This is an optimization exercise on Yosys and OpenROAD, whose aim is small area, a short achievable clock period and few clock cycles, not a production implementation. At most, simulation tests tie the RTL to the original design; equivalence was not proved. Power figures rest on the tool's default switching activity, not on a simulated workload.

## gift_shop_part1
module gift_shop_part1(
    input clk,
    input rst,
    input [31:0] data_in,
    input valid_in,
    output ready,
    output reg finished,
    output [63:0] result
);
For scale: roughly 100 I/O pins, ~26000 µm² of cells after synthesis.
Settings: LEC_CHECK=0, CAP_MARGIN=20, CORE_MARGIN=2, CORE_UTILIZATION=30, CTS_BUF_LIST=sky130_fd_sc_hd__clkbuf_4 sky130_fd_sc_hd__clkbuf_8, PLACE_DENSITY=0.5, SETUP_SLACK_MARGIN=5, SLEW_MARGIN=20; clock period 10.0 ns.
standard.sh (not shown) runs the stock make flow with config.mk's settings and CLKGATE_MAP_FILE= SYNTH_SCRIPT=/design/flow/synth_recipe.tcl, a recipe that flattens the netlist after the stock synthesis.
==> flow/flow/run.sh <==
#!/bin/bash
set -euo pipefail
R=orfs/results/sky130hd/gift_shop_part1/base
KNOBS=(BUFFER_PORTS_ARGS="-buffer_cell sky130_fd_sc_hd__buf_1" SETUP_SLACK_MARGIN=5.7)
bash standard.sh "${KNOBS[@]}" synth > standard_synth.log 2>&1
cp $R/1_2_yosys.v $R/1_2_yosys.orig.v
python3 flow/polar.py $R/1_2_yosys.orig.v $R/1_2_yosys.v > polar.log 2>&1
rm -f $R/1_synth.odb
bash standard.sh "${KNOBS[@]}" finish > standard_make.log 2>&1
Other scripts of this flow, unchanged in this note and not shown: flow/flow/polar.py
The baseline passed the timing, DRC and antenna checks.
Testbench counts at the start, summed over its fixed seeds: cycles 6,976.
Next try:
--- a/flow/flow/run.sh
+++ b/flow/flow/run.sh
@@ -2,5 +2,6 @@
 set -euo pipefail
 R=orfs/results/sky130hd/gift_shop_part1/base
-KNOBS=(BUFFER_PORTS_ARGS="-buffer_cell sky130_fd_sc_hd__buf_1" SETUP_SLACK_MARGIN=5.7)
+CTS="-sink_clustering_enable -repair_clock_nets -sink_clustering_size 20 -sink_clustering_max_diameter 80 -buf_list {sky130_fd_sc_hd__clkbuf_8 sky130_fd_sc_hd__clkbuf_16} -dont_use_dummy_load"
+KNOBS=(BUFFER_PORTS_ARGS="-buffer_cell sky130_fd_sc_hd__buf_1" SETUP_SLACK_MARGIN=5.7 CTS_ARGS="$CTS")
 bash standard.sh "${KNOBS[@]}" synth > standard_synth.log 2>&1
 cp $R/1_2_yosys.v $R/1_2_yosys.orig.v
--- a/flow/config.mk
+++ b/flow/config.mk
@@ -8,7 +8,6 @@
 export CAP_MARGIN = 20
 export CORE_MARGIN = 2
-export CORE_UTILIZATION = 30
-export CTS_BUF_LIST = sky130_fd_sc_hd__clkbuf_4 sky130_fd_sc_hd__clkbuf_8
-export PLACE_DENSITY = 0.5
+export CORE_UTILIZATION = 40
+export PLACE_DENSITY = 0.6
 export SETUP_SLACK_MARGIN = 5
 export SLEW_MARGIN = 20
The changed run ran to the end with no violations.
Global-route usage increases by 3.9 points.
Design area drops by 3.9%.
Clock power fell by 37%.
Count of clock-buffer cells in the layout went down by 68.
Cell count went down by 11%.
Die area decreases by 25%.
Power decreases by 11%.
Next try:
==> flow/flow/run.sh (replaced) <==
#!/bin/bash
set -euo pipefail
R=orfs/results/sky130hd/gift_shop_part1/base
KNOBS=(BUFFER_PORTS_ARGS="-buffer_cell sky130_fd_sc_hd__buf_1" SETUP_SLACK_MARGIN=5.7)
bash standard.sh "${KNOBS[@]}" synth > standard_synth.log 2>&1
cp $R/1_2_yosys.v $R/1_2_yosys.orig.v
python3 flow/polar.py $R/1_2_yosys.orig.v $R/1_2_yosys.v > polar.log 2>&1
rm -f $R/1_synth.odb
bash standard.sh "${KNOBS[@]}" finish > standard_make.log 2>&1
--- a/flow/config.mk
+++ b/flow/config.mk
@@ -9,4 +9,7 @@
 export CORE_MARGIN = 2
 export CORE_UTILIZATION = 40
+export CTS_BUF_LIST = sky130_fd_sc_hd__clkbuf_8 sky130_fd_sc_hd__clkbuf_16
+export CTS_CLUSTER_DIAMETER = 80
+export CTS_CLUSTER_SIZE = 20
 export PLACE_DENSITY = 0.6
 export SETUP_SLACK_MARGIN = 5
The new run finished clean.
Wire length barely changes.
Sequential power stays flat.
Maximum frequency is about the same.
Sequential share of layout area drops by 0.14 points.

Setup of 06-09:
Another version of the RTL of gift_shop_part1 (not shown whole).
For scale: ~100 I/O pins, roughly 26000 sq um of cells after synthesis.
## gift_shop_part1
module gift_shop_part1(
    input clk,
    input rst,
    input [31:0] data_in,
    input valid_in,
    output ready,
    output reg finished,
    output [63:0] result
);
Settings: LEC_CHECK=0, CAP_MARGIN=20, CORE_MARGIN=2, CORE_UTILIZATION=40, CTS_BUF_LIST=sky130_fd_sc_hd__clkbuf_16, CTS_CLUSTER_DIAMETER=100, CTS_CLUSTER_SIZE=25, PLACE_DENSITY=0.6, SETUP_SLACK_MARGIN=5, SLEW_MARGIN=20; clock period 10.0 ns.
==> flow/flow/run.sh <==
#!/bin/bash
set -euo pipefail
R=orfs/results/sky130hd/gift_shop_part1/base
KNOBS=(BUFFER_PORTS_ARGS="-buffer_cell sky130_fd_sc_hd__buf_1" SETUP_SLACK_MARGIN=5.7)
bash standard.sh "${KNOBS[@]}" synth > standard_synth.log 2>&1
cp $R/1_2_yosys.v $R/1_2_yosys.orig.v
python3 flow/polar.py $R/1_2_yosys.orig.v $R/1_2_yosys.v > polar.log 2>&1
rm -f $R/1_synth.odb
bash standard.sh "${KNOBS[@]}" finish > standard_make.log 2>&1
Other scripts of this flow, unchanged in this note and not shown: flow/flow/polar.py
06-09: PASS, flow complete, no timing, DRC or antenna violations
Testbench counts of 06-09, summed over its fixed seeds: cycles 6,976.
--- input diff 06-09..04-26 ---
# 06-09
export LEC_CHECK = 0
export CAP_MARGIN = 20
export CORE_MARGIN = 2
export CORE_UTILIZATION = 40
export CTS_BUF_LIST = sky130_fd_sc_hd__clkbuf_16
export CTS_CLUSTER_DIAMETER = 100
export CTS_CLUSTER_SIZE = 25
export PLACE_DENSITY = 0.6
export SETUP_SLACK_MARGIN = 5
export SLEW_MARGIN = 20
create_clock -name core_clock -period 10.0 [get_ports {clk}]
# 04-26
export LEC_CHECK = 0
export CAP_MARGIN = 20
export CORE_MARGIN = 2
export CORE_UTILIZATION = 40
export CTS_BUF_LIST = sky130_fd_sc_hd__clkbuf_8 sky130_fd_sc_hd__clkbuf_16
export CTS_CLUSTER_DIAMETER = 80
export CTS_CLUSTER_SIZE = 20
export PLACE_DENSITY = 0.6
export SETUP_SLACK_MARGIN = 5
export SLEW_MARGIN = 20
create_clock -name core_clock -period 10.0 [get_ports {clk}]
Notes after the runs:
STATUS design internal power: 04-26 loses against 06-09. The fmax on 06-09 is in line with that on 04-26. Summary of 04-26 over 06-09: part of the total power dissipated in combinational logic has decreased, global routing usage on met1 did not really move, static leakage now larger. Of 06-09 and 04-26, the lower final standard cell count with taps included and fillers excluded belongs to 06-09. Of 06-09 and 04-26, the lower non-clock buffer count belongs to 06-09. Compared with 06-09, 04-26 is the more power-hungry design. On final clock period utilization by the worst path, 06-09 and 04-26 are basically level.

Another version of the RTL of gift_shop_part1 (not shown whole).
Size in the first run: about 2300 cells after synthesis, about 100 I/O pins.
export LEC_CHECK = 0
export CAP_MARGIN = 20
export CORE_MARGIN = 2
export CORE_UTILIZATION = 40
export CTS_BUF_LIST = sky130_fd_sc_hd__clkbuf_16
export CTS_CLUSTER_DIAMETER = 100
export CTS_CLUSTER_SIZE = 25
export PLACE_DENSITY = 0.6
export SETUP_SLACK_MARGIN = 5
export SLEW_MARGIN = 20
create_clock -name core_clock -period 10.0 [get_ports {clk}]
Scripts as last shown in full above: flow/flow/run.sh
Other scripts of this flow, unchanged in this note and not shown: flow/flow/polar.py
The first run went through all stages and came out clean.
Then changed:
CTS_BUF_LIST = sky130_fd_sc_hd__clkbuf_8 sky130_fd_sc_hd__clkbuf_16   (was sky130_fd_sc_hd__clkbuf_16)
CTS_CLUSTER_DIAMETER = 80   (was 100)
CTS_CLUSTER_SIZE = 20   (was 25)
After rerunning:
- The new run finished with timing, DRC and antenna clean
- synthesized area does not change
- sequential share of layout area barely changes
- setup slack degrades by 0.0041 ns
- worst hold slack improves by 0.0035 ns
- combinational power barely changes
- design area stays flat
- clock skew falls by 0.035 ns
- clock power came out higher slightly
- die area stays the same
Function was not checked in any run of this note: the RTL went through the layout flow alone.

[re-timing with driven ports]
Ports are ideal in the flow. The routed layouts listed here were re-timed in OpenROAD. Step 1, drivers: a clkbuf_16 drives clk and a buf_2 each remaining input, both assumed. Step 2, shift: input delay + t, output delay - t, t = (earliest + latest rising clock arrival at the registers) / 2. This alone moves slack from input paths to output paths. Three values: ideal, step 1, step 2; two values: the first two.
run	t, ns	slack for setup (ns)	hold WS [ns]	worst register clock-pin slew, ns	pins driven straight from the clock port
the first run of note 1	0.712	5.734 / 5.679 / 5.190	0.329 / 0.329 / 0.329	0.07 / 0.07	1
the second run of note 1	0.589	5.731 / 5.679 / 5.244	0.332 / 0.332 / 0.332	0.09 / 0.09	1
the third run of note 1	0.603	5.731 / 5.679 / 5.244	0.334 / 0.334 / 0.334	0.09 / 0.09	1
06-09	0.594	5.731 / 5.706 / 5.591	0.349 / 0.349 / 0.349	0.11 / 0.11	1
04-26	0.607	5.731 / 5.706 / 5.567	0.345 / 0.345 / 0.345	0.09 / 0.09	1
the first run of note 3	0.605	5.633 / 5.596 / 5.596	0.335 / 0.335 / 0.335	0.11 / 0.11	1
the second run of note 3	0.611	5.629 / 5.588 / 5.588	0.339 / 0.339 / 0.339	0.09 / 0.09	1
After both steps every run listed still meets setup and hold. For the first run of note 1, which loses most, drivers alone change the setup slack by -0.055 ns; drivers and shift together by -0.544 ns.
